Context: an optimization exercise on an open-source flow, tuned for small area and a short achievable clock period. The choices shown serve that exercise and are no tape-out recipe. No run shown here included a check of the RTL's function; only the layout flow was run.

==> flow/design.v, too long to show whole: its modules and the start of the top module <==
// module MAC: 1111 lines
// module FA: 6 lines
// module INV: 5 lines
// module HA: 6 lines
module MAC(A,B,out,clk,reset);
  // ...
==> flow/flow/run.sh <==
#!/bin/bash
# Standard ORFS layout (the standard.sh, standard synthesis unchanged) with two layout
# choices: port buffers of a given strength, and repair_timing aiming for extra setup slack
# so that the layout is optimised beyond the 18 ns constraint (the SDC is not changed).
set -euo pipefail
HERE=$(cd "$(dirname "$0")" && pwd)
source "$HERE/knobs.sh"
bash standard.sh BUFFER_PORTS_ARGS="-buffer_cell $PORT_BUF" SETUP_SLACK_MARGIN=$MARGIN finish > make_flow.log 2>&1
==> flow/flow/knobs.sh <==
PORT_BUF=sky130_fd_sc_hd__buf_4
MARGIN=0
==> flow/standard.sh <==
#!/bin/bash
# synth_recipe.tcl (not shown) runs the flow's synth.tcl, then flattens the netlist and writes it again
# the make line also repeats each setting of config.mk as NAME=value (left out here)
make -C /OpenROAD-flow-scripts/flow DESIGN_CONFIG=/design/flow/config.mk WORK_HOME=/design/flow/orfs CLKGATE_MAP_FILE= SYNTH_SCRIPT=/design/flow/synth_recipe.tcl "${@:-finish}"
==> flow/config.mk <==
export PLATFORM = sky130hd
export DESIGN_NAME = MAC
export DESIGN_NICKNAME = MAC
export VERILOG_FILES = /design/flow/design.v
export SDC_FILE = /design/flow/constraint.sdc
export NUM_CORES = 4
export LEC_CHECK = 0
export CAP_MARGIN = 20
export CORE_MARGIN = 2
export CORE_UTILIZATION = 40
export SLEW_MARGIN = 20
export SYNTH_HIERARCHICAL = 1
==> flow/constraint.sdc <==
create_clock -name core_clock -period 18.0 [get_ports {clk}]
set_input_delay 3.6000 -clock core_clock [delete_from_list [all_inputs] [get_ports {clk}]]
set_output_delay 3.6000 -clock core_clock [all_outputs]
set_load 0.01 [all_outputs]
==> flow_summary.ini, run 1 <==
[outcome]
status = no timing/DRC/antenna violations

[layout]
multi_input_area_um2 = 7170
drive_above_1_share = 0.105
bufAreaShareNonClock = 0.0523
fin_cells = 1143
seq_area_frac = 0.152
nets = 1190

[sta]
worstMarginPinSlew_ns = 0.850
finalSetupViolCount = 0

[logic_synthesis]
synth_top_family_by_area = adder cells
syn_nets = 1180
synthAdderAreaFrac = 0.605
ys.flop_type = dfrtp_1
yosysTopAreaCell = fa_1
ys_warn_count = 7
async_reset_ff_frac = 1.00
synth-simple-area-share = 0.125

[global_routing]
antenna_found_initial = 0

[hold_path]
hold_depth = 1

[place]
hpwl_mm = 17.7
post_dp_cell_area_um2 = 9760

[critical_path]
slowest_delay_ns = 0.55
regToRegEndpoint = y[18]$_DFF_PP0_
critPathLaunch = B[15]

[route]
highest_layer = met4
finalWirelength_mm = 23.1
met2WireLength_mm = 11.2

[clocking]
cts_setup_buffers = 0
==> run 2: changes to the inputs <==
--- a/flow/design.v
+++ b/flow/design.v
@@ -785,344 +785,672 @@
   wire s473, c474;
   FA us473 (s361, c414, s415, s473, c474);
   wire s475, c476;
   FA us475 (c362, s417, c416, s475, c476);
   wire s477, c478;
   FA us477 (c364, s419, c418, s477, c478);
   wire s479, c480;
   FA us479 (acc[30], pp_15_15, c420, s479, c480);
-  wire s481, c482;
-  HA us481 (acc[0], pp_0_0, s481, c482);
-  wire s483, c484;
-  FA us483 (pp_1_0, c482, s421, s483, c484);
-  wire s485, c486;
-  FA us485 (c422, c484, s423, s485, c486);
-  wire s487, c488;
-  FA us487 (c424, s425, c486, s487, c488);
-  wire s489, c490;
-  FA us489 (c426, s427, c488, s489, c490);
-  wire s491, c492;
-  FA us491 (c428, s429, c490, s491, c492);
-  wire s493, c494;
-  HA us493 (c430, s431, s493, c494);
-  wire s495, c496;
-  FA us495 (c432, s433, c494, s495, c496);
-  wire s497, c498;
-  HA us497 (c434, s435, s497, c498);
-  wire s499, c500;
-  HA us499 (s497, c496, s499, c500);
-  wire s501, c502;
-  FA us501 (c436, c498, s437, s501, c502);
-  wire s503, c504;
-  HA us503 (c438, s439, s503, c504);
-  wire s505, c506;
-  HA us505 (c440, s441, s505, c506);
-  wire s507, c508;
-  HA us507 (c442, s443, s507, c508);
-  wire s509, c510;
-  HA us509 (c444, s445, s509, c510);
-  wire s511, c512;
-  HA us511 (c446, c510, s511, c512);
-  wire s513, c514;
-  HA us513 (c448, s449, s513, c514);
-  wire s515, c516;
-  HA us515 (c450, s451, s515, c516);
-  wire s517, c518;
-  HA us517 (c452, s453, s517, c518);
-  wire s519, c520;
-  HA us519 (c454, s455, s519, c520);
-  wire s521, c522;
-  HA us521 (c456, s457, s521, c522);
-  wire s523, c524;
-  HA us523 (c458, s459, s523, c524);
-  wire s525, c526;
-  HA us525 (c460, s461, s525, c526);
-  wire s527, c528;
-  HA us527 (c462, s463, s527, c528);
-  wire s529, c530;
-  HA us529 (s465, c464, s529, c530);
-  wire s531, c532;
-  HA us531 (c466, s467, s531, c532);
-  wire s533, c534;
-  HA us533 (c468, s469, s533, c534);
-  wire s535, c536;
-  HA us535 (c470, s471, s535, c536);
-  wire s537, c538;
-  HA us537 (s473, c472, s537, c538);
-  wire s539, c540;
-  HA us539 (c474, s475, s539, c540);
-  wire s541, c542;
-  HA us541 (s477, c476, s541, c542);
-  wire s543, c544;
-  HA us543 (s479, c478, s543, c544);
-  wire s545, c546;
-  HA us545 (acc[31], c480, s545, c546);
-  assign nx[0] = s481;
-  assign ny[0] = 1'b0;
-  assign nx[1] = s483;
-  assign ny[1] = 1'b0;
-  assign nx[2] = s485;
-  assign ny[2] = 1'b0;
-  assign nx[3] = s487;
-  assign ny[3] = 1'b0;
-  assign nx[4] = s489;
-  assign ny[4] = 1'b0;
-  assign nx[5] = s491;
-  assign ny[5] = 1'b0;
-  assign nx[6] = s493;
-  assign ny[6] = c492;
-  assign nx[7] = s495;
-  assign ny[7] = 1'b0;
-  assign nx[8] = s499;
-  assign ny[8] = 1'b0;
-  assign nx[9] = s501;
-  assign ny[9] = c500;
-  assign nx[10] = c502;
-  assign ny[10] = s503;
-  assign nx[11] = c504;
-  assign ny[11] = s505;
-  assign nx[12] = c506;
-  assign ny[12] = s507;
-  assign nx[13] = c508;
-  assign ny[13] = s509;
-  assign nx[14] = s447;
-  assign ny[14] = s511;
-  assign nx[15] = c512;
-  assign ny[15] = s513;
-  assign nx[16] = c514;
-  assign ny[16] = s515;
-  assign nx[17] = c516;
-  assign ny[17] = s517;
-  assign nx[18] = c518;
-  assign ny[18] = s519;
-  assign nx[19] = c520;
-  assign ny[19] = s521;
-  assign nx[20] = c522;
-  assign ny[20] = s523;
-  assign nx[21] = c524;
-  assign ny[21] = s525;
-  assign nx[22] = c526;
-  assign ny[22] = s527;
-  assign nx[23] = c528;
-  assign ny[23] = s529;
-  assign nx[24] = s531;
-  assign ny[24] = c530;
-  assign nx[25] = c532;
-  assign ny[25] = s533;
-  assign nx[26] = c534;
-  assign ny[26] = s535;
-  assign nx[27] = c536;
-  assign ny[27] = s537;
-  assign nx[28] = s539;
-  assign ny[28] = c538;
-  assign nx[29] = c540;
-  assign ny[29] = s541;
-  assign nx[30] = s543;
-  assign ny[30] = c542;
-  assign nx[31] = s545;
-  assign ny[31] = c544;
+  assign nx[0] = acc[0];
+  assign ny[0] = pp_0_0;
+  assign nx[1] = pp_1_0;
+  assign ny[1] = s421;
+  assign nx[2] = c422;
+  assign ny[2] = s423;
+  assign nx[3] = c424;
+  assign ny[3] = s425;
+  assign nx[4] = c426;
+  assign ny[4] = s427;
+  assign nx[5] = c428;
+  assign ny[5] = s429;
+  assign nx[6] = c430;
+  assign ny[6] = s431;
+  assign nx[7] = c432;
+  assign ny[7] = s433;
+  assign nx[8] = c434;
+  assign ny[8] = s435;
+  assign nx[9] = c436;
+  assign ny[9] = s437;
+  assign nx[10] = c438;
+  assign ny[10] = s439;
+  assign nx[11] = c440;
+  assign ny[11] = s441;
+  assign nx[12] = c442;
+  assign ny[12] = s443;
+  assign nx[13] = c444;
+  assign ny[13] = s445;
+  assign nx[14] = c446;
+  assign ny[14] = s447;
+  assign nx[15] = c448;
+  assign ny[15] = s449;
+  assign nx[16] = c450;
+  assign ny[16] = s451;
+  assign nx[17] = c452;
+  assign ny[17] = s453;
+  assign nx[18] = c454;
+  assign ny[18] = s455;
+  assign nx[19] = c456;
+  assign ny[19] = s457;
+  assign nx[20] = c458;
+  assign ny[20] = s459;
+  assign nx[21] = c460;
+  assign ny[21] = s461;
+  assign nx[22] = c462;
+  assign ny[22] = s463;
+  assign nx[23] = s465;
+  assign ny[23] = c464;
+  assign nx[24] = c466;
+  assign ny[24] = s467;
+  assign nx[25] = c468;
+  assign ny[25] = s469;
+  assign nx[26] = c470;
+  assign ny[26] = s471;
+  assign nx[27] = s473;
+  assign ny[27] = c472;
+  assign nx[28] = c474;
+  assign ny[28] = s475;
+  assign nx[29] = s477;
+  assign ny[29] = c476;
+  assign nx[30] = s479;
+  assign ny[30] = c478;
+  assign nx[31] = acc[31];
+  assign ny[31] = c480;
   assign nx[32] = acc[32];
-  assign ny[32] = c546;
+  assign ny[32] = 1'b0;
   assign nx[33] = acc[33];
   assign ny[33] = 1'b0;
   assign nx[34] = acc[34];
   assign ny[34] = 1'b0;
   assign nx[35] = acc[35];
   assign ny[35] = 1'b0;
   always @(posedge clk or posedge reset)
     if (reset) begin
       x <= 36'd0;
       y <= 36'd0;
     end else begin
       x <= nx;
       y <= ny;
     end
-  wire [35:0] g = x & y;
-  wire [35:0] p = x ^ y;
-  wire G0_7 = g[7] | (p[7] & g[6]);
-  wire P0_7 = p[7] & p[6];
-  wire G0_9 = g[9] | (p[9] & g[8]);
-  wire P0_9 = p[9] & p[8];
-  wire G0_11 = g[11] | (p[11] & g[10]);
-  wire P0_11 = p[11] & p[10];
-  wire G0_13 = g[13] | (p[13] & g[12]);
-  wire P0_13 = p[13] & p[12];
-  wire G0_15 = g[15] | (p[15] & g[14]);
-  wire P0_15 = p[15] & p[14];
-  wire G0_17 = g[17] | (p[17] & g[16]);
-  wire P0_17 = p[17] & p[16];
-  wire G0_19 = g[19] | (p[19] & g[18]);
-  wire P0_19 = p[19] & p[18];
-  wire G0_21 = g[21] | (p[21] & g[20]);
-  wire P0_21 = p[21] & p[20];
-  wire G0_23 = g[23] | (p[23] & g[22]);
-  wire P0_23 = p[23] & p[22];
-  wire G0_25 = g[25] | (p[25] & g[24]);
-  wire P0_25 = p[25] & p[24];
-  wire G0_27 = g[27] | (p[27] & g[26]);
-  wire P0_27 = p[27] & p[26];
-  wire G0_29 = g[29] | (p[29] & g[28]);
-  wire P0_29 = p[29] & p[28];
-  wire G0_31 = g[31] | (p[31] & g[30]);
-  wire P0_31 = p[31] & p[30];
-  wire G0_33 = g[33] | (p[33] & g[32]);
-  wire P0_33 = p[33] & p[32];
-  wire G1_8 = g[8] | (p[8] & G0_7);
-  wire P1_8 = p[8] & P0_7;
-  wire G1_9 = G0_9 | (P0_9 & G0_7);
-  wire P1_9 = P0_9 & P0_7;
-  wire G1_12 = g[12] | (p[12] & G0_11);
-  wire P1_12 = p[12] & P0_11;
-  wire G1_13 = G0_13 | (P0_13 & G0_11);
-  wire P1_13 = P0_13 & P0_11;
-  wire G1_16 = g[16] | (p[16] & G0_15);
-  wire P1_16 = p[16] & P0_15;
-  wire G1_17 = G0_17 | (P0_17 & G0_15);
-  wire P1_17 = P0_17 & P0_15;
-  wire G1_20 = g[20] | (p[20] & G0_19);
-  wire P1_20 = p[20] & P0_19;
-  wire G1_21 = G0_21 | (P0_21 & G0_19);
-  wire P1_21 = P0_21 & P0_19;
-  wire G1_24 = g[24] | (p[24] & G0_23);
-  wire P1_24 = p[24] & P0_23;
-  wire G1_25 = G0_25 | (P0_25 & G0_23);
-  wire P1_25 = P0_25 & P0_23;
-  wire G1_28 = g[28] | (p[28] & G0_27);
-  wire P1_28 = p[28] & P0_27;
-  wire G1_29 = G0_29 | (P0_29 & G0_27);
-  wire P1_29 = P0_29 & P0_27;
-  wire G1_32 = g[32] | (p[32] & G0_31);
-  wire P1_32 = p[32] & P0_31;
-  wire G1_33 = G0_33 | (P0_33 & G0_31);
-  wire P1_33 = P0_33 & P0_31;
-  wire G2_10 = g[10] | (p[10] & G1_9);
-  wire P2_10 = p[10] & P1_9;
-  wire G2_11 = G0_11 | (P0_11 & G1_9);
-  wire P2_11 = P0_11 & P1_9;
-  wire G2_12 = G1_12 | (P1_12 & G1_9);
-  wire P2_12 = P1_12 & P1_9;
-  wire G2_13 = G1_13 | (P1_13 & G1_9);
-  wire P2_13 = P1_13 & P1_9;
-  wire G2_18 = g[18] | (p[18] & G1_17);
-  wire P2_18 = p[18] & P1_17;
-  wire G2_19 = G0_19 | (P0_19 & G1_17);
-  wire P2_19 = P0_19 & P1_17;
-  wire G2_20 = G1_20 | (P1_20 & G1_17);
-  wire P2_20 = P1_20 & P1_17;
-  wire G2_21 = G1_21 | (P1_21 & G1_17);
-  wire P2_21 = P1_21 & P1_17;
-  wire G2_26 = g[26] | (p[26] & G1_25);
-  wire P2_26 = p[26] & P1_25;
-  wire G2_27 = G0_27 | (P0_27 & G1_25);
-  wire P2_27 = P0_27 & P1_25;
-  wire G2_28 = G1_28 | (P1_28 & G1_25);
-  wire P2_28 = P1_28 & P1_25;
-  wire G2_29 = G1_29 | (P1_29 & G1_25);
-  wire P2_29 = P1_29 & P1_25;
-  wire G2_34 = g[34] | (p[34] & G1_33);
-  wire P2_34 = p[34] & P1_33;
-  wire G3_14 = g[14] | (p[14] & G2_13);
-  wire P3_14 = p[14] & P2_13;
-  wire G3_15 = G0_15 | (P0_15 & G2_13);
-  wire P3_15 = P0_15 & P2_13;
-  wire G3_16 = G1_16 | (P1_16 & G2_13);
-  wire P3_16 = P1_16 & P2_13;
-  wire G3_17 = G1_17 | (P1_17 & G2_13);
-  wire P3_17 = P1_17 & P2_13;
-  wire G3_18 = G2_18 | (P2_18 & G2_13);
-  wire P3_18 = P2_18 & P2_13;
-  wire G3_19 = G2_19 | (P2_19 & G2_13);
-  wire P3_19 = P2_19 & P2_13;
-  wire G3_20 = G2_20 | (P2_20 & G2_13);
-  wire P3_20 = P2_20 & P2_13;
-  wire G3_21 = G2_21 | (P2_21 & G2_13);
-  wire P3_21 = P2_21 & P2_13;
-  wire G3_30 = g[30] | (p[30] & G2_29);
-  wire P3_30 = p[30] & P2_29;
-  wire G3_31 = G0_31 | (P0_31 & G2_29);
-  wire P3_31 = P0_31 & P2_29;
-  wire G3_32 = G1_32 | (P1_32 & G2_29);
-  wire P3_32 = P1_32 & P2_29;
-  wire G3_33 = G1_33 | (P1_33 & G2_29);
-  wire P3_33 = P1_33 & P2_29;
-  wire G3_34 = G2_34 | (P2_34 & G2_29);
-  wire P3_34 = P2_34 & P2_29;
-  wire G4_22 = g[22] | (p[22] & G3_21);
-  wire P4_22 = p[22] & P3_21;
-  wire G4_23 = G0_23 | (P0_23 & G3_21);
-  wire P4_23 = P0_23 & P3_21;
-  wire G4_24 = G1_24 | (P1_24 & G3_21);
-  wire P4_24 = P1_24 & P3_21;
-  wire G4_25 = G1_25 | (P1_25 & G3_21);
-  wire P4_25 = P1_25 & P3_21;
-  wire G4_26 = G2_26 | (P2_26 & G3_21);
-  wire P4_26 = P2_26 & P3_21;
-  wire G4_27 = G2_27 | (P2_27 & G3_21);
-  wire P4_27 = P2_27 & P3_21;
-  wire G4_28 = G2_28 | (P2_28 & G3_21);
-  wire P4_28 = P2_28 & P3_21;
-  wire G4_29 = G2_29 | (P2_29 & G3_21);
-  wire P4_29 = P2_29 & P3_21;
-  wire G4_30 = G3_30 | (P3_30 & G3_21);
-  wire P4_30 = P3_30 & P3_21;
-  wire G4_31 = G3_31 | (P3_31 & G3_21);
-  wire P4_31 = P3_31 & P3_21;
-  wire G4_32 = G3_32 | (P3_32 & G3_21);
-  wire P4_32 = P3_32 & P3_21;
-  wire G4_33 = G3_33 | (P3_33 & G3_21);
-  wire P4_33 = P3_33 & P3_21;
-  wire G4_34 = G3_34 | (P3_34 & G3_21);
-  wire P4_34 = P3_34 & P3_21;
-  assign out[0] = p[0];
-  assign out[1] = p[1];
-  assign out[2] = p[2];
-  assign out[3] = p[3];
-  assign out[4] = p[4];
-  assign out[5] = p[5];
-  assign out[6] = p[6];
-  assign out[7] = p[7] ^ g[6];
-  assign out[8] = p[8] ^ G0_7;
-  assign out[9] = p[9] ^ G1_8;
-  assign out[10] = p[10] ^ G1_9;
-  assign out[11] = p[11] ^ G2_10;
-  assign out[12] = p[12] ^ G2_11;
-  assign out[13] = p[13] ^ G2_12;
-  assign out[14] = p[14] ^ G2_13;
-  assign out[15] = p[15] ^ G3_14;
-  assign out[16] = p[16] ^ G3_15;
-  assign out[17] = p[17] ^ G3_16;
-  assign out[18] = p[18] ^ G3_17;
-  assign out[19] = p[19] ^ G3_18;
-  assign out[20] = p[20] ^ G3_19;
-  assign out[21] = p[21] ^ G3_20;
-  assign out[22] = p[22] ^ G3_21;
-  assign out[23] = p[23] ^ G4_22;
-  assign out[24] = p[24] ^ G4_23;
-  assign out[25] = p[25] ^ G4_24;
-  assign out[26] = p[26] ^ G4_25;
-  assign out[27] = p[27] ^ G4_26;
-  assign out[28] = p[28] ^ G4_27;
-  assign out[29] = p[29] ^ G4_28;
-  assign out[30] = p[30] ^ G4_29;
-  assign out[31] = p[31] ^ G4_30;
-  assign out[32] = p[32] ^ G4_31;
-  assign out[33] = p[33] ^ G4_32;
-  assign out[34] = p[34] ^ G4_33;
-  assign out[35] = p[35] ^ G4_34;
+  wire ag1, ap2;
+  HA uap2 (x[0], y[0], ap2, ag1);
+  wire ag3, ap4;
+  HA uap4 (x[1], y[1], ap4, ag3);
+  wire ag5, ap6;
+  HA uap6 (x[2], y[2], ap6, ag5);
+  wire ag7, ap8;
+  HA uap8 (x[3], y[3], ap8, ag7);
+  wire ag9, ap10;
+  HA uap10 (x[4], y[4], ap10, ag9);
+  wire ag11, ap12;
+  HA uap12 (x[5], y[5], ap12, ag11);
+  wire ag13, ap14;
+  HA uap14 (x[6], y[6], ap14, ag13);
+  wire ag15, ap16;
+  HA uap16 (x[7], y[7], ap16, ag15);
+  wire ag17, ap18;
+  HA uap18 (x[8], y[8], ap18, ag17);
+  wire ag19, ap20;
+  HA uap20 (x[9], y[9], ap20, ag19);
+  wire ag21, ap22;
+  HA uap22 (x[10], y[10], ap22, ag21);
+  wire ag23, ap24;
+  HA uap24 (x[11], y[11], ap24, ag23);
+  wire ag25, ap26;
+  HA uap26 (x[12], y[12], ap26, ag25);
+  wire ag27, ap28;
+  HA uap28 (x[13], y[13], ap28, ag27);
+  wire ag29, ap30;
+  HA uap30 (x[14], y[14], ap30, ag29);
+  wire ag31, ap32;
+  HA uap32 (x[15], y[15], ap32, ag31);
+  wire ag33, ap34;
+  HA uap34 (x[16], y[16], ap34, ag33);
+  wire ag35, ap36;
+  HA uap36 (x[17], y[17], ap36, ag35);
+  wire ag37, ap38;
+  HA uap38 (x[18], y[18], ap38, ag37);
+  wire ag39, ap40;
+  HA uap40 (x[19], y[19], ap40, ag39);
+  wire ag41, ap42;
+  HA uap42 (x[20], y[20], ap42, ag41);
+  wire ag43, ap44;
+  HA uap44 (x[21], y[21], ap44, ag43);
+  wire ag45, ap46;
+  HA uap46 (x[22], y[22], ap46, ag45);
+  wire ag47, ap48;
+  HA uap48 (x[23], y[23], ap48, ag47);
+  wire ag49, ap50;
+  HA uap50 (x[24], y[24], ap50, ag49);
+  wire ag51, ap52;
+  HA uap52 (x[25], y[25], ap52, ag51);
+  wire ag53, ap54;
+  HA uap54 (x[26], y[26], ap54, ag53);
+  wire ag55, ap56;
+  HA uap56 (x[27], y[27], ap56, ag55);
+  wire ag57, ap58;
+  HA uap58 (x[28], y[28], ap58, ag57);
+  wire ag59, ap60;
+  HA uap60 (x[29], y[29], ap60, ag59);
+  wire ag61, ap62;
+  HA uap62 (x[30], y[30], ap62, ag61);
+  wire ag63, ap64;
+  HA uap64 (x[31], y[31], ap64, ag63);
+  wire aG65;
+  AOI21 uaG65 (ap4, ag1, ag3, aG65);
+  wire aG66;
+  AOI21 uaG66 (ap8, ag5, ag7, aG66);
+  wire at67;
+  NAND2 uat67 (ap8, ap6, at67);
+  wire aG68;
+  AOI21 uaG68 (ap12, ag9, ag11, aG68);
+  wire at69;
+  NAND2 uat69 (ap12, ap10, at69);
+  wire aG70;
+  AOI21 uaG70 (ap16, ag13, ag15, aG70);
+  wire at71;
+  NAND2 uat71 (ap16, ap14, at71);
+  wire aG72;
+  AOI21 uaG72 (ap20, ag17, ag19, aG72);
+  wire at73;
+  NAND2 uat73 (ap20, ap18, at73);
+  wire aG74;
+  AOI21 uaG74 (ap24, ag21, ag23, aG74);
+  wire at75;
+  NAND2 uat75 (ap24, ap22, at75);
+  wire aG76;
+  AOI21 uaG76 (ap28, ag25, ag27, aG76);
+  wire at77;
+  NAND2 uat77 (ap28, ap26, at77);
+  wire aG78;
+  AOI21 uaG78 (ap32, ag29, ag31, aG78);
+  wire at79;
+  NAND2 uat79 (ap32, ap30, at79);
+  wire aG80;
+  AOI21 uaG80 (ap36, ag33, ag35, aG80);
+  wire at81;
+  NAND2 uat81 (ap36, ap34, at81);
+  wire aG82;
+  AOI21 uaG82 (ap40, ag37, ag39, aG82);
+  wire at83;
+  NAND2 uat83 (ap40, ap38, at83);
+  wire aG84;
+  AOI21 uaG84 (ap44, ag41, ag43, aG84);
+  wire at85;
+  NAND2 uat85 (ap44, ap42, at85);
+  wire aG86;
+  AOI21 uaG86 (ap48, ag45, ag47, aG86);
+  wire at87;
+  NAND2 uat87 (ap48, ap46, at87);
+  wire aG88;
+  AOI21 uaG88 (ap52, ag49, ag51, aG88);
+  wire at89;
+  NAND2 uat89 (ap52, ap50, at89);
+  wire aG90;
+  AOI21 uaG90 (ap56, ag53, ag55, aG90);
+  wire at91;
+  NAND2 uat91 (ap56, ap54, at91);
+  wire aG92;
+  AOI21 uaG92 (ap60, ag57, ag59, aG92);
+  wire at93;
+  NAND2 uat93 (ap60, ap58, at93);
+  wire aG94;
+  AOI21 uaG94 (ap64, ag61, ag63, aG94);
+  wire at95;
+  NAND2 uat95 (ap64, ap62, at95);
+  wire at96;
+  NAND2 uat96 (x[33], x[32], at96);
+  wire ai97;
+  INV uai97 (ag5, ai97);
+  wire ai98;
+  INV uai98 (ap6, ai98);
+  wire aG99;
+  OAI21 uaG99 (ai98, aG65, ai97, aG99);
+  wire aG100;
+  OAI21 uaG100 (at67, aG65, aG66, aG100);
+  wire ai101;
+  INV uai101 (ag13, ai101);
+  wire ai102;
+  INV uai102 (ap14, ai102);
+  wire aG103;
+  OAI21 uaG103 (ai102, aG68, ai101, aG103);
+  wire at104;
+  NOR2 uat104 (ai102, at69, at104);
+  wire aG105;
+  OAI21 uaG105 (at71, aG68, aG70, aG105);
+  wire at106;
+  NOR2 uat106 (at71, at69, at106);
+  wire ai107;
+  INV uai107 (ag21, ai107);
+  wire ai108;
+  INV uai108 (ap22, ai108);
+  wire aG109;
+  OAI21 uaG109 (ai108, aG72, ai107, aG109);
+  wire at110;
+  NOR2 uat110 (ai108, at73, at110);
+  wire aG111;
+  OAI21 uaG111 (at75, aG72, aG74, aG111);
+  wire at112;
+  NOR2 uat112 (at75, at73, at112);
+  wire ai113;
+  INV uai113 (ag29, ai113);
+  wire ai114;
+  INV uai114 (ap30, ai114);
+  wire aG115;
+  OAI21 uaG115 (ai114, aG76, ai113, aG115);
+  wire at116;
+  NOR2 uat116 (ai114, at77, at116);
+  wire aG117;
+  OAI21 uaG117 (at79, aG76, aG78, aG117);
+  wire at118;
+  NOR2 uat118 (at79, at77, at118);
+  wire ai119;
+  INV uai119 (ag37, ai119);
+  wire ai120;
+  INV uai120 (ap38, ai120);
+  wire aG121;
+  OAI21 uaG121 (ai120, aG80, ai119, aG121);
+  wire at122;
+  NOR2 uat122 (ai120, at81, at122);
+  wire aG123;
+  OAI21 uaG123 (at83, aG80, aG82, aG123);
+  wire at124;
+  NOR2 uat124 (at83, at81, at124);
+  wire ai125;
+  INV uai125 (ag45, ai125);
+  wire ai126;
+  INV uai126 (ap46, ai126);
+  wire aG127;
+  OAI21 uaG127 (ai126, aG84, ai125, aG127);
+  wire at128;
+  NOR2 uat128 (ai126, at85, at128);
+  wire aG129;
+  OAI21 uaG129 (at87, aG84, aG86, aG129);
+  wire at130;
+  NOR2 uat130 (at87, at85, at130);
+  wire ai131;
+  INV uai131 (ag53, ai131);
+  wire ai132;
+  INV uai132 (ap54, ai132);
+  wire aG133;
+  OAI21 uaG133 (ai132, aG88, ai131, aG133);
+  wire at134;
+  NOR2 uat134 (ai132, at89, at134);
+  wire aG135;
+  OAI21 uaG135 (at91, aG88, aG90, aG135);
+  wire at136;
+  NOR2 uat136 (at91, at89, at136);
+  wire ai137;
+  INV uai137 (ag61, ai137);
+  wire ai138;
+  INV uai138 (ap62, ai138);
+  wire aG139;
+  OAI21 uaG139 (ai138, aG92, ai137, aG139);
+  wire at140;
+  NOR2 uat140 (ai138, at93, at140);
+  wire aG141;
+  OAI21 uaG141 (at95, aG92, aG94, aG141);
+  wire at142;
+  NOR2 uat142 (at95, at93, at142);
+  wire ai143;
+  INV uai143 (x[34], ai143);
+  wire at144;
+  NOR2 uat144 (ai143, at96, at144);
+  wire aG145;
+  AOI21 uaG145 (ap10, aG100, ag9, aG145);
+  wire ai146;
+  INV uai146 (aG68, ai146);
+  wire ai147;
+  INV uai147 (at69, ai147);
+  wire aG148;
+  AOI21 uaG148 (ai147, aG100, ai146, aG148);
+  wire aG149;
+  AOI21 uaG149 (at104, aG100, aG103, aG149);
+  wire aG150;
+  AOI21 uaG150 (at106, aG100, aG105, aG150);
+  wire aG151;
+  AOI21 uaG151 (ap26, aG111, ag25, aG151);
+  wire at152;
+  NAND2 uat152 (ap26, at112, at152);
+  wire ai153;
+  INV uai153 (aG76, ai153);
+  wire ai154;
+  INV uai154 (at77, ai154);
+  wire aG155;
+  AOI21 uaG155 (ai154, aG111, ai153, aG155);
+  wire at156;
+  NAND2 uat156 (ai154, at112, at156);
+  wire aG157;
+  AOI21 uaG157 (at116, aG111, aG115, aG157);
+  wire at158;
+  NAND2 uat158 (at116, at112, at158);
+  wire aG159;
+  AOI21 uaG159 (at118, aG111, aG117, aG159);
+  wire at160;
+  NAND2 uat160 (at118, at112, at160);
+  wire aG161;
+  AOI21 uaG161 (ap42, aG123, ag41, aG161);
+  wire at162;
+  NAND2 uat162 (ap42, at124, at162);
+  wire ai163;
+  INV uai163 (aG84, ai163);
+  wire ai164;
+  INV uai164 (at85, ai164);
+  wire aG165;
+  AOI21 uaG165 (ai164, aG123, ai163, aG165);
+  wire at166;
+  NAND2 uat166 (ai164, at124, at166);
+  wire aG167;
+  AOI21 uaG167 (at128, aG123, aG127, aG167);
+  wire at168;
+  NAND2 uat168 (at128, at124, at168);
+  wire aG169;
+  AOI21 uaG169 (at130, aG123, aG129, aG169);
+  wire at170;
+  NAND2 uat170 (at130, at124, at170);
+  wire aG171;
+  AOI21 uaG171 (ap58, aG135, ag57, aG171);
+  wire at172;
+  NAND2 uat172 (ap58, at136, at172);
+  wire ai173;
+  INV uai173 (aG92, ai173);
+  wire ai174;
+  INV uai174 (at93, ai174);
+  wire aG175;
+  AOI21 uaG175 (ai174, aG135, ai173, aG175);
+  wire at176;
+  NAND2 uat176 (ai174, at136, at176);
+  wire aG177;
+  AOI21 uaG177 (at140, aG135, aG139, aG177);
+  wire at178;
+  NAND2 uat178 (at140, at136, at178);
+  wire aG179;
+  AOI21 uaG179 (at142, aG135, aG141, aG179);
+  wire at180;
+  NAND2 uat180 (at142, at136, at180);
+  wire ai181;
+  INV uai181 (ag17, ai181);
+  wire ai182;
+  INV uai182 (ap18, ai182);
+  wire aG183;
+  OAI21 uaG183 (ai182, aG150, ai181, aG183);
+  wire aG184;
+  OAI21 uaG184 (at73, aG150, aG72, aG184);
+  wire ai185;
+  INV uai185 (aG109, ai185);
+  wire ai186;
+  INV uai186 (at110, ai186);
+  wire aG187;
+  OAI21 uaG187 (ai186, aG150, ai185, aG187);
+  wire ai188;
+  INV uai188 (aG111, ai188);
+  wire ai189;
+  INV uai189 (at112, ai189);
+  wire aG190;
+  OAI21 uaG190 (ai189, aG150, ai188, aG190);
+  wire aG191;
+  OAI21 uaG191 (at152, aG150, aG151, aG191);
+  wire aG192;
+  OAI21 uaG192 (at156, aG150, aG155, aG192);
+  wire aG193;
+  OAI21 uaG193 (at158, aG150, aG157, aG193);
+  wire aG194;
+  OAI21 uaG194 (at160, aG150, aG159, aG194);
+  wire ai195;
+  INV uai195 (ag49, ai195);
+  wire ai196;
+  INV uai196 (ap50, ai196);
+  wire aG197;
+  OAI21 uaG197 (ai196, aG169, ai195, aG197);
+  wire at198;
+  NOR2 uat198 (ai196, at170, at198);
+  wire aG199;
+  OAI21 uaG199 (at89, aG169, aG88, aG199);
+  wire at200;
+  NOR2 uat200 (at89, at170, at200);
+  wire ai201;
+  INV uai201 (aG133, ai201);
+  wire ai202;
+  INV uai202 (at134, ai202);
+  wire aG203;
+  OAI21 uaG203 (ai202, aG169, ai201, aG203);
+  wire at204;
+  NOR2 uat204 (ai202, at170, at204);
+  wire ai205;
+  INV uai205 (aG135, ai205);
+  wire ai206;
+  INV uai206 (at136, ai206);
+  wire aG207;
+  OAI21 uaG207 (ai206, aG169, ai205, aG207);
+  wire at208;
+  NOR2 uat208 (ai206, at170, at208);
+  wire aG209;
+  OAI21 uaG209 (at172, aG169, aG171, aG209);
+  wire at210;
+  NOR2 uat210 (at172, at170, at210);
+  wire aG211;
+  OAI21 uaG211 (at176, aG169, aG175, aG211);
+  wire at212;
+  NOR2 uat212 (at176, at170, at212);
+  wire aG213;
+  OAI21 uaG213 (at178, aG169, aG177, aG213);
+  wire at214;
+  NOR2 uat214 (at178, at170, at214);
+  wire aG215;
+  OAI21 uaG215 (at180, aG169, aG179, aG215);
+  wire at216;
+  NOR2 uat216 (at180, at170, at216);
+  wire aG217;
+  AOI21 uaG217 (ap34, aG194, ag33, aG217);
+  wire ai218;
+  INV uai218 (aG80, ai218);
+  wire ai219;
+  INV uai219 (at81, ai219);
+  wire aG220;
+  AOI21 uaG220 (ai219, aG194, ai218, aG220);
+  wire aG221;
+  AOI21 uaG221 (at122, aG194, aG121, aG221);
+  wire aG222;
+  AOI21 uaG222 (at124, aG194, aG123, aG222);
+  wire ai223;
+  INV uai223 (aG161, ai223);
+  wire ai224;
+  INV uai224 (at162, ai224);
+  wire aG225;
+  AOI21 uaG225 (ai224, aG194, ai223, aG225);
+  wire ai226;
+  INV uai226 (aG165, ai226);
+  wire ai227;
+  INV uai227 (at166, ai227);
+  wire aG228;
+  AOI21 uaG228 (ai227, aG194, ai226, aG228);
+  wire ai229;
+  INV uai229 (aG167, ai229);
+  wire ai230;
+  INV uai230 (at168, ai230);
+  wire aG231;
+  AOI21 uaG231 (ai230, aG194, ai229, aG231);
+  wire ai232;
+  INV uai232 (aG169, ai232);
+  wire ai233;
+  INV uai233 (at170, ai233);
+  wire aG234;
+  AOI21 uaG234 (ai233, aG194, ai232, aG234);
+  wire aG235;
+  AOI21 uaG235 (at198, aG194, aG197, aG235);
+  wire aG236;
+  AOI21 uaG236 (at200, aG194, aG199, aG236);
+  wire aG237;
+  AOI21 uaG237 (at204, aG194, aG203, aG237);
+  wire aG238;
+  AOI21 uaG238 (at208, aG194, aG207, aG238);
+  wire aG239;
+  AOI21 uaG239 (at210, aG194, aG209, aG239);
+  wire aG240;
+  AOI21 uaG240 (at212, aG194, aG211, aG240);
+  wire aG241;
+  AOI21 uaG241 (at214, aG194, aG213, aG241);
+  wire aG242;
+  AOI21 uaG242 (at216, aG194, aG215, aG242);
+  wire ai243;
+  INV uai243 (x[32], ai243);
+  wire at244;
+  NOR2 uat244 (ai243, aG242, at244);
+  wire at245;
+  NOR2 uat245 (at96, aG242, at245);
+  wire ai246;
+  INV uai246 (at144, ai246);
+  wire at247;
+  NOR2 uat247 (ai246, aG242, at247);
+  assign out[0] = ap2;
+  wire ao248;
+  XOR2 uao248 (ap4, ag1, ao248);
+  assign out[1] = ao248;
+  wire ao249;
+  XNOR2 uao249 (ap6, aG65, ao249);
+  assign out[2] = ao249;
+  wire ao250;
+  XOR2 uao250 (ap8, aG99, ao250);
+  assign out[3] = ao250;
+  wire ao251;
+  XOR2 uao251 (ap10, aG100, ao251);
+  assign out[4] = ao251;
+  wire ao252;
+  XNOR2 uao252 (ap12, aG145, ao252);
+  assign out[5] = ao252;
+  wire ao253;
+  XNOR2 uao253 (ap14, aG148, ao253);
+  assign out[6] = ao253;
+  wire ao254;
+  XNOR2 uao254 (ap16, aG149, ao254);
+  assign out[7] = ao254;
+  wire ao255;
+  XNOR2 uao255 (ap18, aG150, ao255);
+  assign out[8] = ao255;
+  wire ao256;
+  XOR2 uao256 (ap20, aG183, ao256);
+  assign out[9] = ao256;
+  wire ao257;
+  XOR2 uao257 (ap22, aG184, ao257);
+  assign out[10] = ao257;
+  wire ao258;
+  XOR2 uao258 (ap24, aG187, ao258);
+  assign out[11] = ao258;
+  wire ao259;
+  XOR2 uao259 (ap26, aG190, ao259);
+  assign out[12] = ao259;
+  wire ao260;
+  XOR2 uao260 (ap28, aG191, ao260);
+  assign out[13] = ao260;
+  wire ao261;
+  XOR2 uao261 (ap30, aG192, ao261);
+  assign out[14] = ao261;
+  wire ao262;
+  XOR2 uao262 (ap32, aG193, ao262);
+  assign out[15] = ao262;
+  wire ao263;
+  XOR2 uao263 (ap34, aG194, ao263);
+  assign out[16] = ao263;
+  wire ao264;
+  XNOR2 uao264 (ap36, aG217, ao264);
+  assign out[17] = ao264;
+  wire ao265;
+  XNOR2 uao265 (ap38, aG220, ao265);
+  assign out[18] = ao265;
+  wire ao266;
+  XNOR2 uao266 (ap40, aG221, ao266);
+  assign out[19] = ao266;
+  wire ao267;
+  XNOR2 uao267 (ap42, aG222, ao267);
+  assign out[20] = ao267;
+  wire ao268;
+  XNOR2 uao268 (ap44, aG225, ao268);
+  assign out[21] = ao268;
+  wire ao269;
+  XNOR2 uao269 (ap46, aG228, ao269);
+  assign out[22] = ao269;
+  wire ao270;
+  XNOR2 uao270 (ap48, aG231, ao270);
+  assign out[23] = ao270;
+  wire ao271;
+  XNOR2 uao271 (ap50, aG234, ao271);
+  assign out[24] = ao271;
+  wire ao272;
+  XNOR2 uao272 (ap52, aG235, ao272);
+  assign out[25] = ao272;
+  wire ao273;
+  XNOR2 uao273 (ap54, aG236, ao273);
+  assign out[26] = ao273;
+  wire ao274;
+  XNOR2 uao274 (ap56, aG237, ao274);
+  assign out[27] = ao274;
+  wire ao275;
+  XNOR2 uao275 (ap58, aG238, ao275);
+  assign out[28] = ao275;
+  wire ao276;
+  XNOR2 uao276 (ap60, aG239, ao276);
+  assign out[29] = ao276;
+  wire ao277;
+  XNOR2 uao277 (ap62, aG240, ao277);
+  assign out[30] = ao277;
+  wire ao278;
+  XNOR2 uao278 (ap64, aG241, ao278);
+  assign out[31] = ao278;
+  wire ao279;
+  XNOR2 uao279 (x[32], aG242, ao279);
+  assign out[32] = ao279;
+  wire ao280;
+  XOR2 uao280 (x[33], at244, ao280);
+  assign out[33] = ao280;
+  wire ao281;
+  XOR2 uao281 (x[34], at245, ao281);
+  assign out[34] = ao281;
+  wire ao282;
+  XOR2 uao282 (x[35], at247, ao282);
+  assign out[35] = ao282;
 endmodule
 module FA(a, b, c, s, co);
   input a, b, c;
   output s, co;
   assign s = a ^ b ^ c;
   assign co = (a & b) | (a & c) | (b & c);
 endmodule
 module INV(a, y);
   input a;
   output y;
   assign y = ~a;
 endmodule
+module AOI21(a1, a2, b1, y);
+  input a1, a2, b1;
+  output y;
+  assign y = ~((a1 & a2) | b1);
+endmodule
+module OAI21(a1, a2, b1, y);
+  input a1, a2, b1;
+  output y;
+  assign y = ~((a1 | a2) & b1);
+endmodule
+module NAND2(a, b, y);
+  input a, b;
+  output y;
+  assign y = ~(a & b);
+endmodule
+module NOR2(a, b, y);
+  input a, b;
+  output y;
+  assign y = ~(a | b);
+endmodule
+module XOR2(a, b, y);
+  input a, b;
+  output y;
+  assign y = a ^ b;
+endmodule
+module XNOR2(a, b, y);
+  input a, b;
+  output y;
+  assign y = ~(a ^ b);
+endmodule
 module HA(a, b, s, co);
   input a, b;
   output s, co;
   assign s = a ^ b;
   assign co = a & b;
 endmodule
==> flow/flow/run.sh (replaced) <==
#!/bin/bash
# The standard layout (standard.sh: standard synthesis and ORFS flow, SDC unchanged),
# with a hook after repair_design that sizes the port buffers and the operand inverters
# (hooks.tcl); knobs.sh holds the cell choices. make's output goes to make_flow.log, each
# ORFS step's log to orfs/logs/.
set -euo pipefail
HERE=$(cd "$(dirname "$0")" && pwd)
source "$HERE/knobs.sh"
export PORT_BUF_IN PORT_BUF_OUT OPND_INV
bash standard.sh BUFFER_PORTS_ARGS="-buffer_cell $PORT_BUF_IN" POST_RESIZE_TCL="$HERE/hooks.tcl" SETUP_SLACK_MARGIN=$MARGIN finish > make_flow.log 2>&1
==> flow/flow/hooks.tcl (new file) <==
# Sourced by ORFS after repair_design in the resize step (POST_RESIZE_TCL).
# Port buffers: inputs get $::env(PORT_BUF_IN), outputs $::env(PORT_BUF_OUT).
# Inverters fed by an input buffer (the operand inverters of the NOR partial
# products, each driving 16 gates) get $::env(OPND_INV).
set block [ord::get_db_block]
set n_in 0; set n_out 0; set n_inv 0
foreach bterm [$block getBTerms] {
  set net [$bterm getNet]
  if {$net eq "NULL"} continue
  set name [$bterm getName]
  if {$name eq "clk"} continue
  if {[$bterm getIoType] eq "INPUT"} {
    foreach it [$net getITerms] {
      set inst [$it getInst]
      set m [[$inst getMaster] getName]
      if {![string match "sky130_fd_sc_hd__*buf*" $m]} continue
      if {$m ne $::env(PORT_BUF_IN)} { replace_cell [get_cells [$inst getName]] [get_lib_cells $::env(PORT_BUF_IN)] }
      incr n_in
      foreach ot [$inst getITerms] {
        if {![$ot isOutputSignal]} continue
        set onet [$ot getNet]
        if {$onet eq "NULL"} continue
        foreach lt [$onet getITerms] {
          set li [$lt getInst]
          set lm [[$li getMaster] getName]
          if {[string match "sky130_fd_sc_hd__inv_*" $lm] && [$lt isInputSignal] && $::env(OPND_INV) ne ""} {
            replace_cell [get_cells [$li getName]] [get_lib_cells $::env(OPND_INV)]
            incr n_inv
          }
        }
      }
    }
  } else {
    foreach it [$net getITerms] {
      if {![$it isOutputSignal]} continue
      set inst [$it getInst]
      set m [[$inst getMaster] getName]
      if {![string match "sky130_fd_sc_hd__*buf*" $m]} continue
      if {$m ne $::env(PORT_BUF_OUT)} { replace_cell [get_cells [$inst getName]] [get_lib_cells $::env(PORT_BUF_OUT)] }
      incr n_out
    }
  }
}
puts "hooks: $n_in input buffers, $n_out output buffers, $n_inv operand inverters resized"
==> flow/flow/knobs.sh (replaced) <==
PORT_BUF_IN=sky130_fd_sc_hd__buf_1
PORT_BUF_OUT=sky130_fd_sc_hd__buf_2
OPND_INV=sky130_fd_sc_hd__inv_4
MARGIN=0
==> run 2 against run 1 <==
Net effect: final cell count up 11%; clock-buffer cell count down 3; non-clock buffer count up 1; critical path depth down 1; flip-flop and latch count up 7; core utilization down 3.3 points; global-route usage down 1.4 points; cell area up 2.6%; largest cell class unchanged.
==> flow_summary.ini, run 2 <==
[critical_path]
worstSetupPathType = reg -> out
cp.arrival_ns = 3.31
crit_path_end_kind = primary output
r2r_cells = 14
crit_fanout = 17
start_kind = register
critPathRequiredTime_ns = 14.40

[sta]
hold_viol_final = 0
maxSlewHeadroom = 0.404
tns_ns = 0
layout_min_cycle_time_ns = 6.91
clock_skew_ns = 0.0107
fin_crit_sh = 0.384
maxSlewViolCount = 0
worstMarginPinSlew_ns = 0.893
fmax_mhz = 145
finalSetupViolCount = 0
rsz0062_at_grt = false

[route]
highest_layer = met4
finalWirelength_mm = 23.7
ant_nets = 0
drtPass1Iterations = 4
drt_iter0_drc = 358
met2WireLength_mm = 12.0
vias_per_cell = 4.98
wl_met1_mm = 10.2
wl_per_cell_um = 18.7
wl_met3_um = 935
num_vias = 6300
drcViolationCount = 0

[floorplan]
die_h_um = 163
start_util = 0.405
coreArea_um2 = 25000
rows = 58
die_w_um = 163
num_io_pins = 70
die_area_um2 = 26600

[logic_synthesis]
async_reset_ff_frac = 1.00
syn_nets = 1253
ys_warn_count = 7
yosys-top-cells-count = nor2_1, fa_1, inv_1
syn_area_um2 = 10100
synth_enable_flop_cells = 0
yosysTopAreaCell = fa_1
yosysUniqueCellTypes = 14
ys_ff_latch = 68
ys.flop_type = dfrtp_1
synth_top_cell_area_share = 0.442
yosysSeqAreaShare = 0.168
syn_area_per_cell_um2 = 10.7
syn_inst = 947
synth_area_leaders = fa_1, dfrtp_1, nor2_1
synth.most_common_cell = nor2_1

[global_routing]
antenna_found_initial = 0
grt_max_degree = 69
grt-ovfl-total = 0
grt_usage = 0.194
grt_first_pass_wirelength_mm = 39.0
grt_pass1_vias = 7015

[clocking]
cts.path.max_buffers = 2
cts_tree = done
cts_setup_buffers = 0
cts.sinks = 68
path_clk_slew_ns = 0.07
cts_made_buffers = 9
cts_resized = 0
clk_latency_ns = 0.35
htreeDepth = 3
postCtsHoldBufs = 0
cts-root-buf = clkbuf_16

[layout]
drive_above_1_share = 0.166
final_cell_mix = nor2_1, fa_1, dfrtp_1
top_register = x
largest_reg_flops = 36
nets = 1235
reg_top3 = x x36, y x32
antennaDiodeCount = 0
syn_to_final_growth_pct = 1.74
fin_cells = 1264
final_common_cell = nor2_1

[place]
hpwl_mm = 18.1
place_inst = 1248
gp_congestion = 0.844
io_buffers = 69

[outcome]
status = no timing/DRC/antenna violations

[hold_path]
hold_depth = 1
hp-class = reg -> reg

[job]
drv_cap = 0
==> run 2: cell count changes after synthesis, moves of 8 or more <==
cell	before	now
buf_6	0	57
inv_1	50	82
o21ai_1	1	32
fa_1	234	224
nor2_2	0	19
nand2_1	9	28
clkbuf_1	56	0
a21oi_2	1	48
buf_1	8	0
xor2_1	5	14
buf_4	7	36
a21oi_1	13	0
ha_1	69	48
==> run 2: through the flow <==
stage | instance area (um^2) | hold WS [ns] | util | setup slack (ns)
final | 10300 | 0.451 | 0.412 | 11.09
after global routing | 10300 | 0.479 | 0.412 | 10.84
after CTS | 10300 | 0.457 | 0.412 | 11.01
after detailed placement | 10000 | 0.442 | 0.400 | 11.04
after global placement | 9880 | 0.442 | 0.395 | 10.71
after floorplan | 10100 | 0.432 | - | 11.19
==> run 2: Yosys stat by module, one instance, submodules excluded <==
module / cell area, um^2 / flip-flops and latches
NOR2: 3.75 / 0
AOI21: 8.76 / 0
XNOR2: 8.76 / 0
HA: 12.5 / 0
NAND2: 3.75 / 0
OAI21: 5.00 / 0
XOR2: 8.76 / 0
INV: 3.75 / 0
FA: 20.0 / 0
MAC: 3660 / 68
==> run 2: cell type report <==
class,instances,area (um^2)
Sequential cell,68,1700
Tap cell,330,413
Inverter,82,390
Clock buffer,9,225
Multi-Input combinational cell,697,7190
Clock inverter,7,80.1
Timing Repair Buffer,71,319
Fill cell,2438,14700
==> run 2: layer usage <==
metal,global-route usage,up-vias
met2,0.334,162
met5,0,-
met1,0.258,3348
met4,0.0619,0
li1,-,2759
met3,0.0223,31
==> run 2: final timing paths <==
path | startpoint | end | slack, ns
min in group asynchronous | reset | x[4]$_DFF_PP0_ | 3.52
hold / removal | x[35]$_DFF_PP0_ | x[35]$_DFF_PP0_ | 0.45
max in group asynchronous | reset | y[29]$_DFF_PP0_ | 13.88
hold reg to reg | x[35]$_DFF_PP0_ | x[35]$_DFF_PP0_ | 0.45
setup / recovery | x[1]$_DFF_PP0_ | out[17] | 11.09
setup reg to reg | x[1]$_DFF_PP0_ | y[18]$_DFF_PP0_ | 12.37
==> run 2: critical path, cell delays in order, from the launching register on <==
cell,delay [ns]
dfrtp_1,0.37
ha_1,0.32
a21oi_2,0.09
o21ai_1,0.47
a21oi_2,0.28
o21ai_2,0.22
buf_4,0.38
a21oi_2,0.10
xnor2_1,0.47
buf_2,0.23
==> run 2: cells by family after synthesis <==
logic type,count (synthesis),share of synthesized area
simple gates,310,0.119
fa+ha+maj,272,0.501
xor+xnor,35,0.0302
flops,68,0.168
compound gates,80,0.0573
buf+inv,182,0.124
==> run 3: changes to the inputs <==
--- a/flow/flow/run.sh
+++ b/flow/flow/run.sh
@@ -6,5 +6,5 @@
 set -euo pipefail
 HERE=$(cd "$(dirname "$0")" && pwd)
 source "$HERE/knobs.sh"
-export PORT_BUF_IN PORT_BUF_OUT OPND_INV
+export PORT_BUF_IN PORT_BUF_OUT OPND_INV DOWNSIZE HOOK_MARGIN
 bash standard.sh BUFFER_PORTS_ARGS="-buffer_cell $PORT_BUF_IN" POST_RESIZE_TCL="$HERE/hooks.tcl" SETUP_SLACK_MARGIN=$MARGIN finish > make_flow.log 2>&1
--- a/flow/flow/hooks.tcl
+++ b/flow/flow/hooks.tcl
@@ -42,3 +42,30 @@
   }
 }
 puts "hooks: $n_in input buffers, $n_out output buffers, $n_inv operand inverters resized"
+
+# Optional: every other cell to its drive-1 size (synthesis picks larger ones for speed),
+# then repair_timing aiming at $::env(HOOK_MARGIN) ns of setup slack, so that only the
+# cells on the paths that set the achieved period are sized up.
+if {[info exists ::env(DOWNSIZE)] && $::env(DOWNSIZE)} {
+  set n_down 0
+  foreach inst [$block getInsts] {
+    set m [[$inst getMaster] getName]
+    if {[string match "*dfrtp*" $m] || [string match "*dfstp*" $m]} continue
+    if {![regexp {^(sky130_fd_sc_hd__[a-z0-9]+)_([0-9]+)$} $m -> base sz]} continue
+    if {$sz <= 1} continue
+    set iname [$inst getName]
+    if {[string match "input*" $iname] || [string match "output*" $iname]} continue
+    if {[string match "sky130_fd_sc_hd__inv*" $m] && $::env(OPND_INV) eq $m} continue
+    set lc [get_lib_cells -quiet ${base}_1]
+    if {$lc eq ""} continue
+    replace_cell [get_cells $iname] $lc
+    incr n_down
+  }
+  puts "hooks: $n_down cells downsized"
+}
+if {[info exists ::env(HOOK_MARGIN)] && $::env(HOOK_MARGIN) > 0} {
+  estimate_parasitics -placement
+  puts "hooks: worst slack before [sta::worst_slack_cmd max]"
+  repair_timing -setup -setup_margin $::env(HOOK_MARGIN) -match_cell_footprint -verbose
+  puts "hooks: worst slack after [sta::worst_slack_cmd max]"
+}
==> flow/flow/knobs.sh (replaced) <==
PORT_BUF_IN=sky130_fd_sc_hd__buf_1
PORT_BUF_OUT=sky130_fd_sc_hd__buf_2
OPND_INV=sky130_fd_sc_hd__inv_4
MARGIN=0
DOWNSIZE=1
HOOK_MARGIN=0
==> run 3 against run 2 <==
Net effect: routed wire length is 0.98% lower; still clean; non-clock buffer count increased by 1; sequential share of layout area grew 0.33 points; worst hold slack improved by 0.00070 ns; critical endpoint is now out[33]; final cell count about the same; critical path depth increased by 1.
==> flow_summary.ini, run 3 <==
[outcome]
status = no timing/DRC/antenna violations

[logic_synthesis]
synth_enable_flop_cells = 0
yosysTopAreaCell = fa_1
ys.flop_type = dfrtp_1
ys_ff_latch = 68
async_reset_ff_frac = 1.00
yosys-top-cells-count = nor2_1, fa_1, inv_1
synth_top_cell_area_share = 0.442
yosysUniqueCellTypes = 14
ys_warn_count = 7
syn_area_um2 = 10100
synth_area_leaders = fa_1, dfrtp_1, nor2_1
syn_area_per_cell_um2 = 10.7
synth.most_common_cell = nor2_1
yosysSeqAreaShare = 0.168
syn_inst = 947
syn_nets = 1253

[route]
vias_per_cell = 5.02
drcViolationCount = 0
ant_nets = 0
num_vias = 6344
drt_iter0_drc = 380
wl_per_cell_um = 18.5
drtPass1Iterations = 5
finalWirelength_mm = 23.4

[sta]
clock_skew_ns = 0.00995
finalSetupViolCount = 0
rsz0062_at_grt = false
fin_crit_sh = 0.421
maxSlewViolCount = 0
layout_min_cycle_time_ns = 7.57
fmax_mhz = 132
hold_viol_final = 0
tns_ns = 0
worstMarginPinSlew_ns = 0.961
maxSlewHeadroom = 0.360

[layout]
final_cell_area_um2 = 10100
drive_above_1_share = 0.0941
final_common_cell = nor2_1
final_cell_mix = nor2_1, fa_1, dfrtp_1
reg_top3 = x x36, y x32
syn_to_final_growth_pct = -0.271
antennaDiodeCount = 0
top_register = x
largest_reg_flops = 36
nets = 1236

[clocking]
cts.sinks = 68
cts_tree = done
cts.path.max_buffers = 2
path_clk_slew_ns = 0.07
cts_made_buffers = 9
htreeDepth = 3
cts-root-buf = clkbuf_16
postCtsHoldBufs = 0
cts_resized = 0
clk_latency_ns = 0.35
cts_setup_buffers = 0

[critical_path]
rr_startpoint = x[1]$_DFF_PP0_
start_kind = register
regToRegEndpoint = y[18]$_DFF_PP0_
crit_path_cell_trace = ha_1 > a21oi_1 > o21ai_1 > a21oi_1 > o21ai_1 > clkbuf_2 > a21oi_1 > nor2_1 > xor2_1 > buf_2
r2r_setup_slack_ns = 11.92
r2r_cells = 14
critPathRequiredTime_ns = 14.40
cp.arrival_ns = 3.97
crit_top_cell = a21oi_1
slowest_delay_ns = 0.71
worstSetupPathType = reg -> out
cp_slowest_cell = a21oi_1
crit_fanout = 17
crit_path_end_kind = primary output

[global_routing]
grt_usage = 0.191
antenna_found_initial = 0
grt_first_pass_wirelength_mm = 38.2
grt_max_degree = 69
grt-ovfl-total = 0
grt_pass1_vias = 6924

[floorplan]
num_io_pins = 70
coreArea_um2 = 25000
rows = 58
die_w_um = 163
die_h_um = 163
start_util = 0.405
die_area_um2 = 26600

[place]
hpwl_mm = 18.0
post_dp_cell_area_um2 = 9770
gp_congestion = 0.844
io_buffers = 69

[hold_path]
min_to = x[35]$_DFF_PP0_
hold_depth = 1
hp-class = reg -> reg
worstHoldStart = x[35]$_DFF_PP0_

[job]
drv_cap = 0
==> run 3: area by class of cell <==
type                       instances  area [um^2]
clock buffer                       9          225
sequential                        68         1700
fill                            2467        14900
clock inverter                     7         82.6
tap                              330          413
multi-input combinational        697         6960
timing repair buffer              72          344
inverter                          82          390
==> run 3: routing by layer <==
layer | wire [um] | share of wire | track usage | up-vias
li1 | - | - | - | 2773
met1 | 9920 | 0.42 | 0.254 | 3328
met3 | 1330 | 0.057 | 0.0345 | 35
met4 | 596 | 0.025 | 0.0591 | 0
met5 | 0 | 0 | 0 | -
met2 | 11600 | 0.49 | 0.320 | 208
==> run 3: logic make-up after synthesis <==
logic type	share of synthesized area
AO/OA/AOI/OAI	0.0573
XOR/XNOR	0.0302
adder cells (fa/ha/maj)	0.501
buffers and inverters	0.124
flip-flops	0.168
AND/OR/NAND/NOR	0.119
==> run 3: worst max path at each step <==
| stage | from | to | slack [ns] | depth (start not counted) |
|---|---|---|---|---|
| 2_1_floorplan | A[10] | y[17]$_DFF_PP0_ | 11.19 | 10 |
| 3_3_place_gp | B[5] | y[19]$_DFF_PP0_ | 10.71 | 9 |
| 3_5_place_dp | reset | y[29]$_DFF_PP0_ | 10.43 | 3 |
| 4_1_cts | x[1]$_DFF_PP0_ | out[33] | 10.09 | 10 |
| 5_1_grt | x[1]$_DFF_PP0_ | out[33] | 10.03 | 10 |
| 6_report | x[1]$_DFF_PP0_ | out[33] | 10.43 | 10 |
==> run 3: worst max-delay path, delay by kind of cell, from the launching register on <==
family	cells	cell delay, ns
DFF	1	0.37
xor gates and xnor gates	1	0.23
AOI/OAI and AO/OA	5	1.99
adders and majority gates	1	0.32
and+or+nand+nor	1	0.12
buffers and inverters	2	0.59
==> run 3: Yosys stat by module, one instance, submodules excluded, excerpt <==
module  times used  cells  area (um^2)
FA             224      1         20.0
HA              48      1         12.5
MAC              1    425         3660
NOR2            26      1         3.75
OAI21           32      1         5.00
XNOR2           21      1         8.76
XOR2            14      1         8.76
==> run 3: per-stage QoR <==
stage	setup WS, ns	std cells	util	hold slack, ns
2_1_floorplan	11.19	947	-	0.432
6_report	10.43	1265	0.404	0.452
5_1_grt	10.03	1265	0.404	0.479
4_1_cts	10.09	1264	0.403	0.457
3_3_place_gp	10.71	1248	0.395	0.442
3_5_place_dp	10.43	1248	0.390	0.442

-- static timing again, ports no longer ideal --
How much do the figures lean on ideal ports? The routed layouts below were timed once more, with nothing changed but the port constraints. Step 1 assumes that a clkbuf_16 drives the clock port and a buf_2 every other input. Step 2 also shifts input and output timing later by t, the mid clock arrival at the registers, as if the neighbouring blocks saw the same clock. a / b / c = ideal / step 1 / step 2; a / b = the first two.
run	t, ns	slack for setup (ns)	cell pins on the clock port's net
run 1	0.392	10.713 / 10.738 / 10.346	1
run 2	0.398	11.093 / 11.044 / 11.026	1
run 3	0.395	10.429 / 10.382 / 10.777	1
After both steps setup and hold are still met in every run listed. For run 1, which loses most, drivers alone change the setup slack by +0.025 ns; drivers and shift together by -0.367 ns.
